Source: an optimization exercise on an open RTL-to-GDS flow (aim: small area, a short achievable clock period and few clock cycles). Production flows keep margins and buffers that such runs may drop.
RTL that was checked went through simulation tests only; none was proved equivalent to the original.
Power and IR drop assume default switching activity.

==> run Z <==
==> flow/design.v <==
`timescale 1ns / 1ps
module process(
	input clk,
	input rst,
	input [23:0] in_pix,
	output reg [5:0] row, col,
	output reg out_we,
	output reg [23:0] out_pix,
	output reg mirror_done,
	output reg gray_done,
	output reg filter_done);
localparam PM = 2'd0, PG = 2'd1, PF = 2'd2;
reg [1:0]  phase, nphase;
reg [1:0]  sub, nsub;
reg [12:0] cnt, ncnt;
wire [6:0]  s = cnt[12:6];
wire [5:0]  i = cnt[5:0];
wire [12:0] cinc = cnt + 13'd1;
wire        last11 = (cnt[10:0] == 11'd2047);
wire        dirA  = cnt[6] ^ cnt[12];
wire [5:0]  a_row = cnt[11:6] ^ {6{cnt[12]}};
wire [5:0]  a_col = cnt[5:0] ^ {6{dirA}};
wire [13:0] wpx   = {1'b0, cnt} - 14'd66;
wire [5:0]  w_row = wpx[11:6];
wire [5:0]  w_col = wpx[5:0] ^ {6{~wpx[6]}};
wire        w_ok  = (wpx[13:12] == 2'b00);
reg [5:0] nrow, ncol;
reg nwe, nmd, ngd, nfd;
reg f_i0, f_s0, f_ra;
reg nf_i0, nf_s0, nf_ra;
reg f_byp, nf_byp;
always @(*) begin
	nphase = phase; nsub = sub; ncnt = cnt;
	nrow = a_row; ncol = a_col;
	nwe = 1'b0; nmd = 1'b0; ngd = 1'b0; nfd = 1'b0;
	nf_i0 = f_i0; nf_s0 = f_s0; nf_ra = f_ra; nf_byp = 1'b0;
	case (phase)
	PM: begin
		nrow = {sub == 2'd0, cnt[10:6] ^ {5{sub == 2'd0}}};
		ncol = cnt[5:0];
		nwe = (sub != 2'd2);
		nsub = (sub == 2'd2) ? 2'd0 : sub + 2'd1;
		if (sub == 2'd1) begin nmd = last11; ncnt = cinc; end
		if (sub == 2'd2 && cnt[11]) begin nphase = PG; ncnt = 13'd0; end
	end
	PG: begin
		nrow = cnt[10:5];
		ncol = {cnt[4:0], ~sub[0]};
		nwe = sub[0] ^ sub[1];
		nsub = sub + 2'd1;
		if (sub == 2'd2) begin ngd = last11; ncnt = cinc; end
		if (sub == 2'd3 && cnt[11]) begin
			nphase = PF; ncnt = 13'd0;
			nf_i0 = 1'b1; nf_s0 = 1'b1; nf_ra = 1'b1;
		end
	end
	default: begin
		case (sub)
		2'd0: begin
			nsub = 2'd1; ncnt = cinc; nf_byp = f_i0;
			nrow = w_row; ncol = w_col; nwe = w_ok;
			nfd = (cnt == 13'd4161);
		end
		2'd1: begin
			if (cnt == 13'd4162) begin
				nphase = PM; nsub = 2'd0; ncnt = 13'd0; nrow = 6'd0; ncol = 6'd0;
			end else if (i == 6'd2 && s != 7'd0 && !(cnt[12] && cnt[11:6] != 6'd0)) begin
				nsub = 2'd2; ncol = {6{dirA}};
			end else begin
				nsub = 2'd0;
				nwe = ~cnt[12] | (cnt == 13'd4096);
				nf_i0 = (i == 6'd0); nf_s0 = (cnt <= 13'd64); nf_ra = ~cnt[12];
			end
		end
		default: begin
			nsub = 2'd0;
			nwe = ~cnt[12];
			nf_i0 = 1'b0; nf_s0 = 1'b0; nf_ra = ~cnt[12];
		end
		endcase
	end
	endcase
end
always @(posedge clk) begin
	if (rst) begin
		phase <= PM; sub <= 2'd0; cnt <= 13'd0;
		f_i0 <= 1'b1; f_s0 <= 1'b1; f_ra <= 1'b1; f_byp <= 1'b0;
		row <= 6'd0; col <= 6'd0; out_we <= 1'b0;
		mirror_done <= 1'b0; gray_done <= 1'b0; filter_done <= 1'b0;
	end else begin
		phase <= nphase; sub <= nsub; cnt <= ncnt;
		f_i0 <= nf_i0; f_s0 <= nf_s0; f_ra <= nf_ra; f_byp <= nf_byp;
		row <= nrow; col <= ncol; out_we <= nwe;
		mirror_done <= nmd; gray_done <= ngd; filter_done <= nfd;
	end
end
reg [23:0] P;
reg [7:0]  G0, G1;
reg [8:0]  E;
reg signed [12:0] K;
reg [9:0]  J;
reg mxr, mxg, mxb, mnr, mng, mnb;
wire [7:0] pr = P[23:16], pg = P[15:8], pb = P[7:0];
wire [7:0] pmax = ({8{mxr}} & pr) | ({8{mxg}} & pg) | ({8{mxb}} & pb);
wire [7:0] pmin = ({8{mnr}} & pr) | ({8{mng}} & pg) | ({8{mnb}} & pb);
wire [8:0] gsum = {1'b0, pmax} + {1'b0, pmin};
function gt8(input [7:0] x, input [7:0] y);
	reg [7:0] gg, ee;
	reg [3:0] g1, e1;
	reg [1:0] g2, e2;
	integer k;
	begin
		gg = x & ~y;
		ee = ~(x ^ y);
		for (k = 0; k < 4; k = k + 1) begin
			g1[k] = gg[2*k+1] | (ee[2*k+1] & gg[2*k]);
			e1[k] = ee[2*k+1] & ee[2*k];
		end
		for (k = 0; k < 2; k = k + 1) begin
			g2[k] = g1[2*k+1] | (e1[2*k+1] & g1[2*k]);
			e2[k] = e1[2*k+1] & e1[2*k];
		end
		gt8 = g2[1] | (e2[1] & g2[0]);
	end
endfunction
wire irg = gt8(in_pix[23:16], in_pix[15:8]);
wire irb = gt8(in_pix[23:16], in_pix[7:0]);
wire igb = gt8(in_pix[15:8], in_pix[7:0]);
wire signed [12:0] pT = P[22:10];
wire [9:0] pH = P[9:0];
wire first = f_i0;
wire [9:0] Jn = pT[12] ? 10'd0 : (|pT[11:10]) ? 10'h3ff : pT[9:0];
wire [10:0] Dn = {1'b0, J} - {1'b0, out_pix[9:0]};
wire [7:0] Dcl = Dn[10] ? 8'd0 : (|Dn[9:8]) ? 8'd255 : Dn[7:0];
wire [9:0] Hs = {1'b0, E} + {2'b0, G0};
wire signed [12:0] Ts = K - $signed({5'b0, G0});
wire [9:0] Hn = first ? {1'b0, E} : Hs;
wire signed [12:0] Tn = first ? K : Ts;
wire fA = (phase == PF) && (sub == 2'd0);
always @(posedge clk) begin
	P <= f_byp ? {1'b0, Tn, Hn} : in_pix;
	mxr <= irg & irb;
	mxg <= ~(irg & irb) & igb;
	mxb <= ~(irg & irb) & ~igb;
	mnb <= irb & igb;
	mng <= ~(irb & igb) & irg;
	mnr <= ~(irb & igb) & ~irg;
	E <= {1'b0, G0} + {1'b0, G1};
	K <= fA ? K - $signed({3'b0, f_s0 ? 10'd0 : pH})
	        : $signed({2'b0, G0, 3'b000}) + $signed({5'b0, G0}) - $signed({5'b0, G1});
end
always @(posedge clk) begin
	case (phase)
	PM: out_pix <= in_pix;
	PG: out_pix <= {8'd0, gsum[8:1], 8'd0};
	default: begin
		case (sub)
		2'd0: begin
			out_pix <= {8'd0, Dcl, 8'd0};
			J <= Jn;
			G1 <= first ? 8'd0 : G0;
			G0 <= f_ra ? in_pix[15:8] : 8'd0;
		end
		2'd1: out_pix <= {1'b0, Tn, Hn};
		default: ;
		endcase
	end
	endcase
end
endmodule
==> flow/flow/run.sh <==
#!/bin/bash
# The standard layout (the standard.sh, standard synthesis unchanged),
# except that the port buffers are sky130_fd_sc_hd__buf_2 cells.
# make's full output goes to make.log in the work folder; ORFS keeps each
# step's own log under orfs/logs.
set -euo pipefail
bash standard.sh "BUFFER_PORTS_ARGS=-buffer_cell sky130_fd_sc_hd__buf_2" finish > make.log 2>&1
==> flow/standard.sh <==
#!/bin/bash
# synth_recipe.tcl (not shown) runs the flow's synth.tcl, then flattens the netlist and writes it again
# the make line also repeats each setting of config.mk as NAME=value (left out here)
make -C /OpenROAD-flow-scripts/flow DESIGN_CONFIG=/design/flow/config.mk WORK_HOME=/design/flow/orfs CLKGATE_MAP_FILE= SYNTH_SCRIPT=/design/flow/synth_recipe.tcl "${@:-finish}"
==> flow/config.mk <==
export PLATFORM = sky130hd
export DESIGN_NAME = process
export DESIGN_NICKNAME = process
export VERILOG_FILES = /design/flow/design.v
export SDC_FILE = /design/flow/constraint.sdc
export NUM_CORES = 4
export LEC_CHECK = 0
export ABC_AREA = 1
export CAP_MARGIN = 20
export CORE_MARGIN = 2
export CORE_UTILIZATION = 45
export PLACE_DENSITY = 0.7
export SETUP_SLACK_MARGIN = 4.5
export SLEW_MARGIN = 20
==> flow/constraint.sdc <==
create_clock -name core_clock -period 7.0 [get_ports {clk}]
set_input_delay 1.4000 -clock core_clock [delete_from_list [all_inputs] [get_ports {clk}]]
set_output_delay 1.4000 -clock core_clock [all_outputs]
set_load 0.01 [all_outputs]
==> inputs of run F, as changes to run Z <==
--- a/flow/design.v
+++ b/flow/design.v
@@ -106,24 +106,5 @@
 wire [8:0] gsum = {1'b0, pmax} + {1'b0, pmin};
-function gt8(input [7:0] x, input [7:0] y);
-	reg [7:0] gg, ee;
-	reg [3:0] g1, e1;
-	reg [1:0] g2, e2;
-	integer k;
-	begin
-		gg = x & ~y;
-		ee = ~(x ^ y);
-		for (k = 0; k < 4; k = k + 1) begin
-			g1[k] = gg[2*k+1] | (ee[2*k+1] & gg[2*k]);
-			e1[k] = ee[2*k+1] & ee[2*k];
-		end
-		for (k = 0; k < 2; k = k + 1) begin
-			g2[k] = g1[2*k+1] | (e1[2*k+1] & g1[2*k]);
-			e2[k] = e1[2*k+1] & e1[2*k];
-		end
-		gt8 = g2[1] | (e2[1] & g2[0]);
-	end
-endfunction
-wire irg = gt8(in_pix[23:16], in_pix[15:8]);
-wire irb = gt8(in_pix[23:16], in_pix[7:0]);
-wire igb = gt8(in_pix[15:8], in_pix[7:0]);
+wire irg = in_pix[23:16] > in_pix[15:8];
+wire irb = in_pix[23:16] > in_pix[7:0];
+wire igb = in_pix[15:8] > in_pix[7:0];
 wire signed [12:0] pT = P[22:10];
Settings changed: ABC_AREA 1 to default, PLACE_DENSITY 0.7 to 0.6, SETUP_SLACK_MARGIN 4.5 to 4.3.
==> inputs of run B, as changes to run Z <==
--- a/flow/design.v
+++ b/flow/design.v
@@ -99,4 +99,3 @@
 reg [8:0]  E;
-reg signed [12:0] K;
-reg [9:0]  J;
+reg signed [12:0] K, J;
 reg mxr, mxg, mxb, mnr, mng, mnb;
@@ -106,24 +105,5 @@
 wire [8:0] gsum = {1'b0, pmax} + {1'b0, pmin};
-function gt8(input [7:0] x, input [7:0] y);
-	reg [7:0] gg, ee;
-	reg [3:0] g1, e1;
-	reg [1:0] g2, e2;
-	integer k;
-	begin
-		gg = x & ~y;
-		ee = ~(x ^ y);
-		for (k = 0; k < 4; k = k + 1) begin
-			g1[k] = gg[2*k+1] | (ee[2*k+1] & gg[2*k]);
-			e1[k] = ee[2*k+1] & ee[2*k];
-		end
-		for (k = 0; k < 2; k = k + 1) begin
-			g2[k] = g1[2*k+1] | (e1[2*k+1] & g1[2*k]);
-			e2[k] = e1[2*k+1] & e1[2*k];
-		end
-		gt8 = g2[1] | (e2[1] & g2[0]);
-	end
-endfunction
-wire irg = gt8(in_pix[23:16], in_pix[15:8]);
-wire irb = gt8(in_pix[23:16], in_pix[7:0]);
-wire igb = gt8(in_pix[15:8], in_pix[7:0]);
+wire irg = in_pix[23:16] > in_pix[15:8];
+wire irb = in_pix[23:16] > in_pix[7:0];
+wire igb = in_pix[15:8] > in_pix[7:0];
 wire signed [12:0] pT = P[22:10];
@@ -131,5 +111,4 @@
 wire first = f_i0;
-wire [9:0] Jn = pT[12] ? 10'd0 : (|pT[11:10]) ? 10'h3ff : pT[9:0];
-wire [10:0] Dn = {1'b0, J} - {1'b0, out_pix[9:0]};
-wire [7:0] Dcl = Dn[10] ? 8'd0 : (|Dn[9:8]) ? 8'd255 : Dn[7:0];
+wire signed [12:0] Dn = J - $signed({3'b0, out_pix[9:0]});
+wire [7:0] Dcl = Dn[12] ? 8'd0 : (|Dn[11:8]) ? 8'd255 : Dn[7:0];
 wire [9:0] Hs = {1'b0, E} + {2'b0, G0};
@@ -138,3 +117,2 @@
 wire signed [12:0] Tn = first ? K : Ts;
-wire fA = (phase == PF) && (sub == 2'd0);
 always @(posedge clk) begin
@@ -148,4 +126,4 @@
 	E <= {1'b0, G0} + {1'b0, G1};
-	K <= fA ? K - $signed({3'b0, f_s0 ? 10'd0 : pH})
-	        : $signed({2'b0, G0, 3'b000}) + $signed({5'b0, G0}) - $signed({5'b0, G1});
+	K <= $signed({2'b0, G0, 3'b000}) + $signed({5'b0, G0}) - $signed({5'b0, G1})
+	     - $signed({3'b0, f_s0 ? 10'd0 : pH});
 end
@@ -159,3 +137,3 @@
 			out_pix <= {8'd0, Dcl, 8'd0};
-			J <= Jn;
+			J <= pT;
 			G1 <= first ? 8'd0 : G0;
Settings changed: ABC_AREA 1 to default, PLACE_DENSITY 0.7 to 0.6, SETUP_SLACK_MARGIN 4.5 to 4.1.
==> comparison <==
Clock power: run Z > run B > run F. Between run B and run F, the lower area after synthesis is in run B (gap about 5%, measured against run F). Non-clock buffer count, lowest first: run Z, run B, run F. The highest sequential share of layout area belongs to run B, the lowest to run Z. Critical path depth: run F > run B > run Z. Wire length, lowest first: run B, run F, run Z. Between run F and run B, the lower clock skew is in run B (gap 0.0042 ns). Sequential power, lowest first: run Z, run F, run B. Combinational power, highest first: run F, run B, run Z. The highest core utilization belongs to run F, the lowest to run Z.
Testbench counts of run Z, summed over its fixed seeds: cycles 363,584.
Testbench counts of run F, summed over its fixed seeds: cycles 363,584.
The RTL of run B was laid out without a check of its function.

==> static timing again, ports no longer ideal <==
No port has a modelled driver above. Below, the same layouts with a new extraction and two added sets of constraints. Step 1 assumes that a clkbuf_16 drives the clock port and a buf_2 every other input. Step 2 times the ports against the registers' clock, not the clock port: input delays grow and output delays shrink by t, the midpoint of the rising clock arrivals with the driver on. a / b / c = no drivers / after step 1 / after step 2; a / b = the first two.
run | shift t [ns] | slack for setup (ns) | cell pins on the clock port's net
run Z | 0.469 | 4.488 / 4.488 / 4.239 | 1
run F | 0.478 | 4.267 / 4.267 / 3.937 | 1
run B | 0.461 | 3.917 / 3.917 / 3.917 | 1
After both steps every run listed still meets setup and hold. For run F, which loses most, drivers alone change the setup slack by 0.000 ns; drivers and shift together by -0.330 ns.
